This is an optimization exercise on Yosys and OpenROAD, whose aim is small area and a short achievable clock period, not a production implementation. Function was not checked in any run shown here: the RTL went through the layout flow alone. No activity file was given, so power comes from the tool's default toggle rates.

## flow/design.v (module list and top-level ports; edited modules follow where they fit)
// module fir_filter: 942 lines
// module fir_fa: 6 lines
// module fir_pg: 6 lines
module fir_filter (clk, reset, x, y);
  // ...
==> flow/run.sh <==
#!/bin/bash
# synth_recipe.tcl (not shown) runs the flow's synth.tcl, then flattens the netlist and writes it again
# the make line also repeats each setting of config.mk as NAME=value (left out here)
make -C /OpenROAD-flow-scripts/flow DESIGN_CONFIG=/design/flow/config.mk WORK_HOME=/design/flow/orfs CLKGATE_MAP_FILE= SYNTH_SCRIPT=/design/flow/synth_recipe.tcl finish
==> flow/config.mk <==
export PLATFORM = sky130hd
export DESIGN_NAME = fir_filter
export DESIGN_NICKNAME = fir_filter
export VERILOG_FILES = /design/flow/design.v
export SDC_FILE = /design/flow/constraint.sdc
export NUM_CORES = 4
export LEC_CHECK = 0
export ABC_CLOCK_PERIOD_IN_PS = 2500
export CAP_MARGIN = 20
export CORE_MARGIN = 2
export CORE_UTILIZATION = 40
export CTS_BUF_LIST = sky130_fd_sc_hd__clkbuf_4 sky130_fd_sc_hd__clkbuf_8
export CTS_CLUSTER_DIAMETER = 50
export CTS_CLUSTER_SIZE = 16
export SETUP_SLACK_MARGIN = 5.0
export SLEW_MARGIN = 20
export SYNTH_HIERARCHICAL = 1
export SYNTH_MINIMUM_KEEP_SIZE = 0
==> flow/constraint.sdc <==
create_clock -name core_clock -period 8.0 [get_ports {clk}]
set_input_delay 1.6000 -clock core_clock [delete_from_list [all_inputs] [get_ports {clk}]]
set_output_delay 1.6000 -clock core_clock [all_outputs]
set_load 0.01 [all_outputs]
==> impl_metrics.ini, run 1 <==
[outcome]
status = timing/DRC/antenna clean

[timing]
layout_min_cycle_time_ns = 3.02
final_max_slew_viol_count = 0

[clock_network]
cts_made_buffers = 43
htreeDepth = 2

[cells_and_area]
layout-drive-gt1-share_pct = 15.9
n_antenna_cell = 0
regArea_um2 = 10300
flops_and_latches = 409
n_all_buffers = 81
fin_area_um2 = 22800
fill_cells = 4242
comb.multi_input.count = 532
fin_cells = 1906

[power]
p_switching_mw = 3.38
irDropWorstVdd_uv = 172
seq_power_share_pct = 33.8
p_per_area_nw_per_um2 = 398
pwr-share-clk_pct = 18.0

[setup_path]
crit_required_ns = 8.49
reg2reg_depth = 11
worstSetupPathDepth = 11

[detailed_routing]
wire_per_inst_um = 17.7
wl_met3_um = 1070
wl_met1_um = 16300

[grt]
use_met2_pct = 22.3
grtUsageMet3_pct = 2.54
grt_use_met1_pct = 23.1

[floorplan]
placeableCoreArea_um2 = 49100

[logic_synthesis]
synth.area.mux_share_pct = 0
synth_cells = 1083
yosysUniqueCellTypes = 38
synth_area_leaders = dfrtp_1 44%, fa_1 39%, dfstp_2 8.1%, inv_1 2.7%, ha_1 2.6%
synth_common_cells = 387 x fa_1, 348 x dfrtp_1, 142 x inv_1, 61 x dfstp_2, 42 x ha_1
synth_edf_count = 0

[placement]
place_ws_ns = 4.21
==> run 2: changes to the inputs <==
--- a/flow/design.v
+++ b/flow/design.v
@@ -824,115 +824,69 @@
   wire y_dG12 = y_d_g[23] | (y_d_p[23] & y_d_g[22]);
   wire y_dP12 = y_d_p[23] & y_d_p[22];
   wire y_dG13 = y_d_g[25] | (y_d_p[25] & y_d_g[24]);
   wire y_dP13 = y_d_p[25] & y_d_p[24];
   wire y_dG14 = y_d_g[27] | (y_d_p[27] & y_d_g[26]);
   wire y_dP14 = y_d_p[27] & y_d_p[26];
   wire y_dG15 = y_d_g[29] | (y_d_p[29] & y_d_g[28]);
   wire y_dP15 = y_d_p[29] & y_d_p[28];
-  wire y_dG16 = y_d_g[2] | (y_d_p[2] & y_dG1);
-  wire y_dG17 = y_dG2 | (y_dP2 & y_dG1);
-  wire y_dG18 = y_d_g[6] | (y_d_p[6] & y_dG3);
-  wire y_dP18 = y_d_p[6] & y_dP3;
-  wire y_dG19 = y_dG4 | (y_dP4 & y_dG3);
-  wire y_dP19 = y_dP4 & y_dP3;
-  wire y_dG20 = y_d_g[10] | (y_d_p[10] & y_dG5);
-  wire y_dP20 = y_d_p[10] & y_dP5;
-  wire y_dG21 = y_dG6 | (y_dP6 & y_dG5);
-  wire y_dP21 = y_dP6 & y_dP5;
-  wire y_dG22 = y_d_g[14] | (y_d_p[14] & y_dG7);
-  wire y_dP22 = y_d_p[14] & y_dP7;
-  wire y_dG23 = y_dG8 | (y_dP8 & y_dG7);
-  wire y_dP23 = y_dP8 & y_dP7;
-  wire y_dG24 = y_d_g[18] | (y_d_p[18] & y_dG9);
-  wire y_dP24 = y_d_p[18] & y_dP9;
-  wire y_dG25 = y_dG10 | (y_dP10 & y_dG9);
-  wire y_dP25 = y_dP10 & y_dP9;
-  wire y_dG26 = y_d_g[22] | (y_d_p[22] & y_dG11);
-  wire y_dP26 = y_d_p[22] & y_dP11;
-  wire y_dG27 = y_dG12 | (y_dP12 & y_dG11);
-  wire y_dP27 = y_dP12 & y_dP11;
-  wire y_dG28 = y_d_g[26] | (y_d_p[26] & y_dG13);
-  wire y_dP28 = y_d_p[26] & y_dP13;
-  wire y_dG29 = y_dG14 | (y_dP14 & y_dG13);
-  wire y_dP29 = y_dP14 & y_dP13;
-  wire y_dG30 = y_d_g[30] | (y_d_p[30] & y_dG15);
-  wire y_dP30 = y_d_p[30] & y_dP15;
-  wire y_dG31 = y_d_g[4] | (y_d_p[4] & y_dG17);
-  wire y_dG32 = y_dG3 | (y_dP3 & y_dG17);
-  wire y_dG33 = y_dG18 | (y_dP18 & y_dG17);
-  wire y_dG34 = y_dG19 | (y_dP19 & y_dG17);
-  wire y_dG35 = y_d_g[12] | (y_d_p[12] & y_dG21);
-  wire y_dP35 = y_d_p[12] & y_dP21;
-  wire y_dG36 = y_dG7 | (y_dP7 & y_dG21);
-  wire y_dP36 = y_dP7 & y_dP21;
-  wire y_dG37 = y_dG22 | (y_dP22 & y_dG21);
-  wire y_dP37 = y_dP22 & y_dP21;
-  wire y_dG38 = y_dG23 | (y_dP23 & y_dG21);
-  wire y_dP38 = y_dP23 & y_dP21;
-  wire y_dG39 = y_d_g[20] | (y_d_p[20] & y_dG25);
-  wire y_dP39 = y_d_p[20] & y_dP25;
-  wire y_dG40 = y_dG11 | (y_dP11 & y_dG25);
-  wire y_dP40 = y_dP11 & y_dP25;
-  wire y_dG41 = y_dG26 | (y_dP26 & y_dG25);
-  wire y_dP41 = y_dP26 & y_dP25;
-  wire y_dG42 = y_dG27 | (y_dP27 & y_dG25);
-  wire y_dP42 = y_dP27 & y_dP25;
-  wire y_dG43 = y_d_g[28] | (y_d_p[28] & y_dG29);
-  wire y_dP43 = y_d_p[28] & y_dP29;
-  wire y_dG44 = y_dG15 | (y_dP15 & y_dG29);
-  wire y_dP44 = y_dP15 & y_dP29;
-  wire y_dG45 = y_dG30 | (y_dP30 & y_dG29);
-  wire y_dP45 = y_dP30 & y_dP29;
-  wire y_dG46 = y_d_g[8] | (y_d_p[8] & y_dG34);
-  wire y_dG47 = y_dG5 | (y_dP5 & y_dG34);
-  wire y_dG48 = y_dG20 | (y_dP20 & y_dG34);
-  wire y_dG49 = y_dG21 | (y_dP21 & y_dG34);
-  wire y_dG50 = y_dG35 | (y_dP35 & y_dG34);
-  wire y_dG51 = y_dG36 | (y_dP36 & y_dG34);
-  wire y_dG52 = y_dG37 | (y_dP37 & y_dG34);
-  wire y_dG53 = y_dG38 | (y_dP38 & y_dG34);
-  wire y_dG54 = y_d_g[24] | (y_d_p[24] & y_dG42);
-  wire y_dP54 = y_d_p[24] & y_dP42;
-  wire y_dG55 = y_dG13 | (y_dP13 & y_dG42);
-  wire y_dP55 = y_dP13 & y_dP42;
-  wire y_dG56 = y_dG28 | (y_dP28 & y_dG42);
-  wire y_dP56 = y_dP28 & y_dP42;
-  wire y_dG57 = y_dG29 | (y_dP29 & y_dG42);
-  wire y_dP57 = y_dP29 & y_dP42;
-  wire y_dG58 = y_dG43 | (y_dP43 & y_dG42);
-  wire y_dP58 = y_dP43 & y_dP42;
-  wire y_dG59 = y_dG44 | (y_dP44 & y_dG42);
-  wire y_dP59 = y_dP44 & y_dP42;
-  wire y_dG60 = y_dG45 | (y_dP45 & y_dG42);
-  wire y_dP60 = y_dP45 & y_dP42;
-  wire y_dG61 = y_d_g[16] | (y_d_p[16] & y_dG53);
-  wire y_dG62 = y_dG9 | (y_dP9 & y_dG53);
-  wire y_dG63 = y_dG24 | (y_dP24 & y_dG53);
-  wire y_dG64 = y_dG25 | (y_dP25 & y_dG53);
-  wire y_dG65 = y_dG39 | (y_dP39 & y_dG53);
-  wire y_dG66 = y_dG40 | (y_dP40 & y_dG53);
-  wire y_dG67 = y_dG41 | (y_dP41 & y_dG53);
-  wire y_dG68 = y_dG42 | (y_dP42 & y_dG53);
-  wire y_dG69 = y_dG54 | (y_dP54 & y_dG53);
-  wire y_dG70 = y_dG55 | (y_dP55 & y_dG53);
-  wire y_dG71 = y_dG56 | (y_dP56 & y_dG53);
-  wire y_dG72 = y_dG57 | (y_dP57 & y_dG53);
-  wire y_dG73 = y_dG58 | (y_dP58 & y_dG53);
-  wire y_dG74 = y_dG59 | (y_dP59 & y_dG53);
-  wire y_dG75 = y_dG60 | (y_dP60 & y_dG53);
-  wire [31:0] y_d = {y_d_p[31] ^ y_dG75, y_d_p[30] ^ y_dG74, y_d_p[29] ^ y_dG73, y_d_p[28] ^ y_dG72, y_d_p[27] ^ y_dG71, y_d_p[26] ^ y_dG70, y_d_p[25] ^ y_dG69, y_d_p[24] ^ y_dG68, y_d_p[23] ^ y_dG67, y_d_p[22] ^ y_dG66, y_d_p[21] ^ y_dG65, y_d_p[20] ^ y_dG64, y_d_p[19] ^ y_dG63, y_d_p[18] ^ y_dG62, y_d_p[17] ^ y_dG61, y_d_p[16] ^ y_dG53, y_d_p[15] ^ y_dG52, y_d_p[14] ^ y_dG51, y_d_p[13] ^ y_dG50, y_d_p[12] ^ y_dG49, y_d_p[11] ^ y_dG48, y_d_p[10] ^ y_dG47, y_d_p[9] ^ y_dG46, y_d_p[8] ^ y_dG34, y_d_p[7] ^ y_dG33, y_d_p[6] ^ y_dG32, y_d_p[5] ^ y_dG31, y_d_p[4] ^ y_dG17, y_d_p[3] ^ y_dG16, y_d_p[2] ^ y_dG1, y_d_p[1] ^ y_d_g[0], y_d_p[0]};
+  wire y_dG16 = y_dG2 | (y_dP2 & y_dG1);
+  wire y_dG17 = y_dG4 | (y_dP4 & y_dG3);
+  wire y_dP17 = y_dP4 & y_dP3;
+  wire y_dG18 = y_dG6 | (y_dP6 & y_dG5);
+  wire y_dP18 = y_dP6 & y_dP5;
+  wire y_dG19 = y_dG8 | (y_dP8 & y_dG7);
+  wire y_dP19 = y_dP8 & y_dP7;
+  wire y_dG20 = y_dG10 | (y_dP10 & y_dG9);
+  wire y_dP20 = y_dP10 & y_dP9;
+  wire y_dG21 = y_dG12 | (y_dP12 & y_dG11);
+  wire y_dP21 = y_dP12 & y_dP11;
+  wire y_dG22 = y_dG14 | (y_dP14 & y_dG13);
+  wire y_dP22 = y_dP14 & y_dP13;
+  wire y_dG23 = y_dG17 | (y_dP17 & y_dG16);
+  wire y_dG24 = y_dG19 | (y_dP19 & y_dG18);
+  wire y_dP24 = y_dP19 & y_dP18;
+  wire y_dG25 = y_dG21 | (y_dP21 & y_dG20);
+  wire y_dP25 = y_dP21 & y_dP20;
+  wire y_dG26 = y_dG24 | (y_dP24 & y_dG23);
+  wire y_dG27 = y_dG25 | (y_dP25 & y_dG26);
+  wire y_dG28 = y_dG18 | (y_dP18 & y_dG23);
+  wire y_dG29 = y_dG20 | (y_dP20 & y_dG26);
+  wire y_dG30 = y_dG22 | (y_dP22 & y_dG27);
+  wire y_dG31 = y_dG3 | (y_dP3 & y_dG16);
+  wire y_dG32 = y_dG5 | (y_dP5 & y_dG23);
+  wire y_dG33 = y_dG7 | (y_dP7 & y_dG28);
+  wire y_dG34 = y_dG9 | (y_dP9 & y_dG26);
+  wire y_dG35 = y_dG11 | (y_dP11 & y_dG29);
+  wire y_dG36 = y_dG13 | (y_dP13 & y_dG27);
+  wire y_dG37 = y_dG15 | (y_dP15 & y_dG30);
+  wire y_dG38 = y_d_g[2] | (y_d_p[2] & y_dG1);
+  wire y_dG39 = y_d_g[4] | (y_d_p[4] & y_dG16);
+  wire y_dG40 = y_d_g[6] | (y_d_p[6] & y_dG31);
+  wire y_dG41 = y_d_g[8] | (y_d_p[8] & y_dG23);
+  wire y_dG42 = y_d_g[10] | (y_d_p[10] & y_dG32);
+  wire y_dG43 = y_d_g[12] | (y_d_p[12] & y_dG28);
+  wire y_dG44 = y_d_g[14] | (y_d_p[14] & y_dG33);
+  wire y_dG45 = y_d_g[16] | (y_d_p[16] & y_dG26);
+  wire y_dG46 = y_d_g[18] | (y_d_p[18] & y_dG34);
+  wire y_dG47 = y_d_g[20] | (y_d_p[20] & y_dG29);
+  wire y_dG48 = y_d_g[22] | (y_d_p[22] & y_dG35);
+  wire y_dG49 = y_d_g[24] | (y_d_p[24] & y_dG27);
+  wire y_dG50 = y_d_g[26] | (y_d_p[26] & y_dG36);
+  wire y_dG51 = y_d_g[28] | (y_d_p[28] & y_dG30);
+  wire y_dG52 = y_d_g[30] | (y_d_p[30] & y_dG37);
+  wire [31:0] y_d = {y_d_p[31] ^ y_dG52, y_d_p[30] ^ y_dG37, y_d_p[29] ^ y_dG51, y_d_p[28] ^ y_dG30, y_d_p[27] ^ y_dG50, y_d_p[26] ^ y_dG36, y_d_p[25] ^ y_dG49, y_d_p[24] ^ y_dG27, y_d_p[23] ^ y_dG48, y_d_p[22] ^ y_dG35, y_d_p[21] ^ y_dG47, y_d_p[20] ^ y_dG29, y_d_p[19] ^ y_dG46, y_d_p[18] ^ y_dG34, y_d_p[17] ^ y_dG45, y_d_p[16] ^ y_dG26, y_d_p[15] ^ y_dG44, y_d_p[14] ^ y_dG33, y_d_p[13] ^ y_dG43, y_d_p[12] ^ y_dG28, y_d_p[11] ^ y_dG42, y_d_p[10] ^ y_dG32, y_d_p[9] ^ y_dG41, y_d_p[8] ^ y_dG23, y_d_p[7] ^ y_dG40, y_d_p[6] ^ y_dG31, y_d_p[5] ^ y_dG39, y_d_p[4] ^ y_dG16, y_d_p[3] ^ y_dG38, y_d_p[2] ^ y_dG1, y_d_p[1] ^ y_d_g[0], y_d_p[0]};
   always @(posedge clk or posedge reset) begin
     if (reset) begin
       h0 <= 32'd0; h1 <= 32'd0; h2 <= 32'd0; h3 <= 32'd0; h4 <= 32'd0; h5 <= 32'd0; h6 <= 32'd0; h7 <= 32'd0;
-      r0 <= 32'h00000012;
-      r1 <= 32'hfffffff4;
-      q0 <= 32'h00000014;
-      q1 <= 32'hfffffff0;
+      r0 <= 32'h00000006;
+      r1 <= 32'h00000000;
+      q0 <= 32'h00000004;
+      q1 <= 32'h00000000;
       y_reg <= 32'd0;
     end else begin
       h0 <= x; h1 <= h0; h2 <= h1; h3 <= h2; h4 <= h3; h5 <= h4; h6 <= h5; h7 <= h6;
       r0 <= r0_d;
       r1 <= r1_d;
       q0 <= q0_d;
       q1 <= q1_d;
       y_reg <= y_d;
==> run 2 against run 1 <==
Net effect:
- routed wire length is 0.55% lower
- clock skew is 0.024 ns lower
- sequential power is 5% lower
- largest power group unchanged
==> impl_metrics.ini, run 2 <==
[outcome]
status = timing/DRC/antenna clean

[timing]
layout_min_cycle_time_ns = 2.99
fin_crit_sh_pct = 37.4
fmax_mhz = 334
fin_worst_skew_ns = 0.0257
finalHoldViolCount = 0
whs_ns = 0.358
rsz0062_at_grt = true
final_max_slew_viol_count = 0
setup_violations = 0
finalSetupTns_ns = 0
worstMarginPinSlew_ns = 0.897
maxSlewHeadroom_pct = 40.2

[floorplan]
dieArea_um2 = 51300
initial_core_util_pct = 40.5
fp.dieW_um = 226
rows = 81
placeableCoreArea_um2 = 48800
die_h_um = 226
top_level_ports = 66

[detailed_routing]
routed_wl_um = 33500
wire_per_inst_um = 17.5
drc = 0
vias = 8457
drt_iter0_drc = 413
drtPass1Iterations = 4
via_per_inst = 4.41
ant_nets = 0

[setup_path]
critPathMaxFanout = 4
cp_data_arrival_time_ns = 3.53
startpoint_type = flip-flop
crit_required_ns = 8.54
critical_path_class = flip-flop to flip-flop
r2r-start = h0[5]
end_kind = flip-flop
crit_path_start = h0[5]

[power]
p_per_area_nw_per_um2 = 398
p_total_mw = 9.12
irDropWorstVdd_uv = 179
p_leak_nw = 9.94

[grt]
grt_usage_pct = 15.1
grt_max_degree = 142
antenna_found_initial = 0
grt_pass1_wl_um = 59100
grt_pass1_vias = 10700
grt_overflow = 0

[clock_network]
cts_num_sinks = 409
clk_pin_slew_ns = 0.11
cts_tree = yes
insertion_delay_ns = 0.62
clockRootBuffer = clkbuf_8
htreeDepth = 2
clk_path_buf_depth = 3
cts_made_buffers = 44

[cells_and_area]
final_common_cell = dfrtp_1
syn_to_final_growth_pct = 15.7
fin_cells = 1919
final_cell_mix = 405 x dfrtp_1, 386 x fa_1, 129 x inv_1, 48 x clkbuf_8, 36 x ha_1
n_antenna_cell = 0
final_util_pct = 46.9
layout.nets = 1694
layout-drive-gt1-share_pct = 13.6

[worst_hold_path]
worstHoldStart = r0[0]
hold_class = flip-flop to flip-flop

[job]
drv_cap = 0

[logic_synthesis]
yosysMostFrequentCell = dfrtp_1
yosysTopAreaCell = dfrtp_1
synth_cells = 1080
netlist.area_leader.share_pct = 51.3
syn_area_um2 = 19800
synth_nets = 1554
synth_common_cells = 406 x dfrtp_1, 387 x fa_1, 135 x inv_1, 53 x ha_1, 18 x nor2_1
yosys_register_bits = 409
ys_seq_area_share_pct = 51.7
synth_ff_type = dfrtp_1
yosysUniqueCellTypes = 34
synth_area_leaders = dfrtp_1 51%, fa_1 39%, ha_1 3.4%, inv_1 2.6%, xnor2_1 0.66%
synthArstFlopShare_pct = 100
yosys_warnings = 7
synth_edf_count = 0
avgSynthCellArea_um2 = 18.3

[placement]
dp_cells = 1814
place.gp.congestion = 0.743
io_buffers = 65
dp_hpwl_um = 25400
## run 2: critical path, stage by stage, from the launching register on
cell,delay (ns)
dfrtp_1,0.38
inv_2,0.05
fa_1,0.59
ha_4,0.24
a21oi_4,0.23
nor4b_4,0.07
a211oi_2,0.27
o21ai_4,0.10
buf_12,0.15
buf_6,0.11
buf_6,0.12
a21o_4,0.20
ha_4,0.15
nor2_4,0.11
xnor2_2,0.12
## run 2: repair_timing
item                                    in CTS  in global routing
gates resized for setup                     61                 37
hold buffers                                 0                  0
pin swaps                                   13                 30
buffers inserted                            16                  8
endpoints found under the setup margin      48                 13
## run 2: layout make-up
| cell class | count | area (um2) |
|---|---|---|
| tap | 664 | 831 |
| clock inverter | 31 | 395 |
| inverter | 135 | 510 |
| fill | 4264 | 26000 |
| timing repair buffer | 94 | 878 |
| clock buffer | 50 | 676 |
| multi-input combinational | 536 | 9360 |
| sequential | 409 | 10200 |
## run 2: per-layer routing
layer	vias up	GRT usage [%]	routed length, um
li1	3561	-	-
met1	4732	22.2	15300
met2	109	23.8	16400
met3	55	2.31	1010
met4	0	4.52	762
met5	-	0	0
## run 2: worst paths after layout
| check | to | slack [ns] | cells after the start |
|---|---|---|---|
| min in group asynchronous | h6[29] | 1.39 | 2 |
| hold / removal | q1[0] | 0.36 | 0 |
| max in group asynchronous | q1[31] | 5.30 | 3 |
| setup / recovery | y_reg[21] | 5.01 | 14 |
| hold reg to reg | q1[0] | 0.36 | 0 |
| setup reg to reg | y_reg[21] | 5.01 | 14 |
## run 2: kinds of logic (layout without fill, tap and decap cells)
| family | after synthesis | in the layout | share of synthesized area (%) |
|---|---|---|---|
| and+or+nand+nor | 42 | 42 | 1.09 |
| AOI/OAI and AO/OA | 38 | 38 | 1.42 |
| buffers and inverters | 135 | 310 | 2.56 |
| adders and majority gates | 440 | 440 | 42.5 |
| DFF | 409 | 409 | 51.7 |
| other | 1 | 1 | 0.0190 |
| xor gates and xnor gates | 15 | 15 | 0.664 |
## run 2: report_power, final
part	switching, mW	internal [mW]
logic	2.32	2.25
clock network	0.824	0.799
registers	0.273	2.65
total	3.42	5.70
## run 2: stage by stage
stage | cell area (um2) | setup WS, ns
5_1_grt | 22900 | 4.92
6_report | 22900 | 5.01
2_1_floorplan | 19800 | 0.891
3_3_place_gp | 21300 | 4.59
3_5_place_dp | 21300 | 4.55
4_1_cts | 22700 | 4.99
## run 2: modules after synthesis (local to each module, per instance)
module,times used,cells
fir_filter,1,661
fir_pg,1,32
fir_fa,387,1
==> run 3: changes to the inputs <==
==> flow/flow/run.sh (new file) <==
#!/bin/bash
set -euo pipefail
MARGIN=5.4
sed "s/\"\\\${@:-finish}\"/SETUP_SLACK_MARGIN=$MARGIN \"\${@:-finish}\"/" standard.sh > standard_tight.sh
grep -q "SETUP_SLACK_MARGIN=$MARGIN" standard_tight.sh
bash standard_tight.sh > make_finish.log 2>&1
==> flow/standard.sh (new file) <==
#!/bin/bash
# synth_recipe.tcl (not shown) runs the flow's synth.tcl, then flattens the netlist and writes it again
# the make line also repeats each setting of config.mk as NAME=value (left out here)
make -C /OpenROAD-flow-scripts/flow DESIGN_CONFIG=/design/flow/config.mk WORK_HOME=/design/flow/orfs CLKGATE_MAP_FILE= SYNTH_SCRIPT=/design/flow/synth_recipe.tcl "${@:-finish}"
removed: flow/run.sh
==> run 3 against run 2 <==
Net effect:
- first-iteration DRC count is 13% higher
- clock skew up 0.014 ns
- sequential share of layout area shrank 0.30 points
- non-clock buffer count up 1
- critical path depth did not move
- maximum frequency fell by 1.5%
- hold slack got worse by 0.0049 ns
- power up 4.2%
- final area grew 0.80%
- clock power hardly changed
- register-to-register slack got worse by 0.05 ns
- critical endpoint is now y_reg[29]
==> impl_metrics.ini, run 3 <==
[setup_path]
cp_data_arrival_time_ns = 3.58
end_kind = flip-flop
critical_path_class = flip-flop to flip-flop
critPathMaxFanout = 4
path_cells = fa_2 -> ha_4 -> and4_4 -> nor4b_4 -> a211oi_2 -> o21ai_4 -> buf_12 -> a31oi_4 -> buf_12 -> buf_4 -> o21ai_2 -> ha_4 -> nor2_4 -> xnor2_2
crit_required_ns = 8.54
startpoint_type = flip-flop
critPathMaxStageDelay_ns = 0.62
cpMaxStageDelayCell = fa_2

[timing]
finalHoldViolCount = 0
setup_violations = 0
maxSlewHeadroom_pct = 62.8
fin_worst_skew_ns = 0.0393
layout_min_cycle_time_ns = 3.04
fin_crit_sh_pct = 38.0
whs_ns = 0.353
fin_ws_ns = 4.96
finalSetupTns_ns = 0
final_max_slew_viol_count = 0
rsz0062_at_grt = true
worstMarginPinSlew_ns = 0.558
fmax_mhz = 329

[clock_network]
clk_path_buf_depth = 3
htreeDepth = 2
insertion_delay_ns = 0.63
cts_num_sinks = 409
clk_pin_slew_ns = 0.09
cts_hold_buf = 0
cts_made_buffers = 43
clockRootBuffer = clkbuf_8
cts_tree = yes

[logic_synthesis]
synth_common_cells = 406 x dfrtp_1, 387 x fa_1, 135 x inv_1, 53 x ha_1, 18 x nor2_1
yosysTopAreaCell = dfrtp_1
netlist.area_leader.share_pct = 51.3
yosys_warnings = 7
yosysUniqueCellTypes = 34
synth_area_leaders = dfrtp_1 51%, fa_1 39%, ha_1 3.4%, inv_1 2.6%, xnor2_1 0.66%
synthArstFlopShare_pct = 100
synth_nets = 1554
synth_ff_type = dfrtp_1
ys_seq_area_share_pct = 51.7
avgSynthCellArea_um2 = 18.3
synth_edf_count = 0
yosysMostFrequentCell = dfrtp_1
synth_cells = 1080
syn_area_um2 = 19800
yosys_register_bits = 409

[placement]
dp_hpwl_um = 26100
place.gp.congestion = 0.778
postPlaceCellArea_um2 = 21400
place_ws_ns = 4.30
dp_cells = 1813
io_buffers = 65

[grt]
grt_pass1_wl_um = 58900
grt_pass1_vias = 10600
grt_usage_pct = 15.3
grt_overflow = 0
grt_max_degree = 136
antenna_found_initial = 0

[power]
netSwitchingFraction_pct = 37.7
p_total_mw = 9.50
irDropWorstVdd_uv = 175
pwr-share-clk_pct = 16.8
p_leak_nw = 9.92
seq_power_share_pct = 31.0
p_switching_mw = 3.58
combPwrFrac_pct = 52.2
p_int_mw = 5.91
p_per_area_nw_per_um2 = 412

[outcome]
status = timing/DRC/antenna clean

[cells_and_area]
final_util_pct = 47.2
layout.nets = 1694
fill_cells = 4164
fin_cells = 1917
syn_to_final_growth_pct = 16.6
n_antenna_cell = 0
layout-drive-gt1-share_pct = 21.4
fin_area_um2 = 23100
final_common_cell = dfrtp_1
final_cell_mix = 395 x dfrtp_1, 372 x fa_1, 104 x inv_1, 49 x clkbuf_8, 33 x clkdlybuf4s50_1

[floorplan]
top_level_ports = 66
rows = 81
fp.dieW_um = 226
placeableCoreArea_um2 = 48800
dieArea_um2 = 51300
initial_core_util_pct = 40.5
die_h_um = 226

[detailed_routing]
ant_nets = 0
wire_per_inst_um = 18.2
routed_wl_um = 34900
via_per_inst = 4.39
drt_iter0_drc = 465
vias = 8411
drc = 0
drtPass1Iterations = 4

[job]
drv_cap = 0

[worst_hold_path]
hold_class = flip-flop to flip-flop
[run 3: repair_timing]
action	CTS	global route
pin swaps	29	27
endpoints found under the setup margin	384	262
setup buffers	18	6
gates cloned	1	1
resized for setup	191	80
[run 3: path summary, 6_finish.rpt]
| kind | startpoint | slack, ns | depth (start not counted) | to |
|---|---|---|---|---|
| max in group asynchronous | reset | 5.59 | 4 | h3[17] |
| max | q1[15] | 4.96 | 14 | y_reg[29] |
| min reg2reg | r0[0] | 0.35 | 0 | q1[0] |
| max reg2reg | q1[15] | 4.96 | 14 | y_reg[29] |
| min | r0[0] | 0.35 | 0 | q1[0] |
| min in group asynchronous | reset | 1.49 | 3 | y_reg[1] |
[run 3: per-layer routing]
layer	track usage (%)	share of wire (%)
met1	22.8	47
met2	23.0	47
met3	3.28	4.2
met4	4.07	2.1
met5	0	0
[run 3: final cells by class]
class / count / area (um2) / area share, %
Clock inverter: 24 / 330 / 1.43
Sequential cell: 409 / 10300 / 44.4
Inverter: 135 / 513 / 2.22
Multi-Input combinational cell: 536 / 9520 / 41.3
Clock buffer: 54 / 712 / 3.09
Tap cell: 664 / 831 / 3.60
Timing Repair Buffer: 95 / 911 / 3.95
[run 3: logic make-up (layout without fill, tap and decap cells)]
kind of cell               Yosys count  after routing  synth area share [%]
buffers and inverters              135            308                  2.56
and+or+nand+nor                     42             42                  1.09
xor gates and xnor gates            15             15                 0.664
AOI/OAI and AO/OA                   38             38                  1.42
DFF                                409            409                  51.7
adders and majority gates          440            440                  42.5
other                                1              1                0.0190
[run 3: per-module statistics from Yosys (local to each module, per instance)]
| module | cells | area [um2] |
|---|---|---|
| fir_filter | 661 | 11600 |
| fir_pg | 32 | 400 |
| fir_fa | 1 | 20.0 |
[run 3: power groups by stage]
stage / Combinational (mW) / Clock (mW) / Sequential, mW
6_report: 4.96 / 1.60 / 2.94
5_1_grt: 5.64 / 1.76 / 3.01
4_1_cts: 4.72 / 1.67 / 2.96
3_5_place_dp: 4.21 / 0 / 2.99
3_3_place_gp: 4.14 / 0 / 2.99
2_1_floorplan: 2.79 / 0 / 2.97
[run 3: worst max-delay path: cells and delay by family (launching register included)]
kind | cells | cell delay (ns)
adders and majority gates | 3 | 1.02
AOI/OAI and AO/OA | 4 | 0.58
buffers and inverters | 3 | 0.41
DFF | 1 | 0.40
and+or+nand+nor | 3 | 0.39
xor gates and xnor gates | 1 | 0.12

-- afterwards: timing with drivers on the ports --
The flow's constraints put no driver on any port. The routed layouts listed below were extracted and timed again, unchanged, in two steps.
Step 1 assumes that a clkbuf_16 drives the clock port and a buf_2 every other input.
Step 2, shift: input delay + t, output delay - t, t = (earliest + latest rising clock arrival at the registers) / 2. This alone moves slack from input paths to output paths.
a / b / c = ideal / step 1 / step 2; a / b = the first two.
run	t (ns)	setup slack, ns	pins driven straight from the clock port
run 1	0.657	4.975 / 4.975 / 4.683	1
run 2	0.661	5.009 / 5.009 / 4.673	1
run 3	0.667	4.962 / 4.962 / 4.764	1
After both steps setup and hold are still met in every run listed. The setup slack of run 2, which loses most, moves by 0.000 ns with the drivers and by -0.336 ns with both steps. The worst setup slack also covers recovery checks on asynchronous resets.
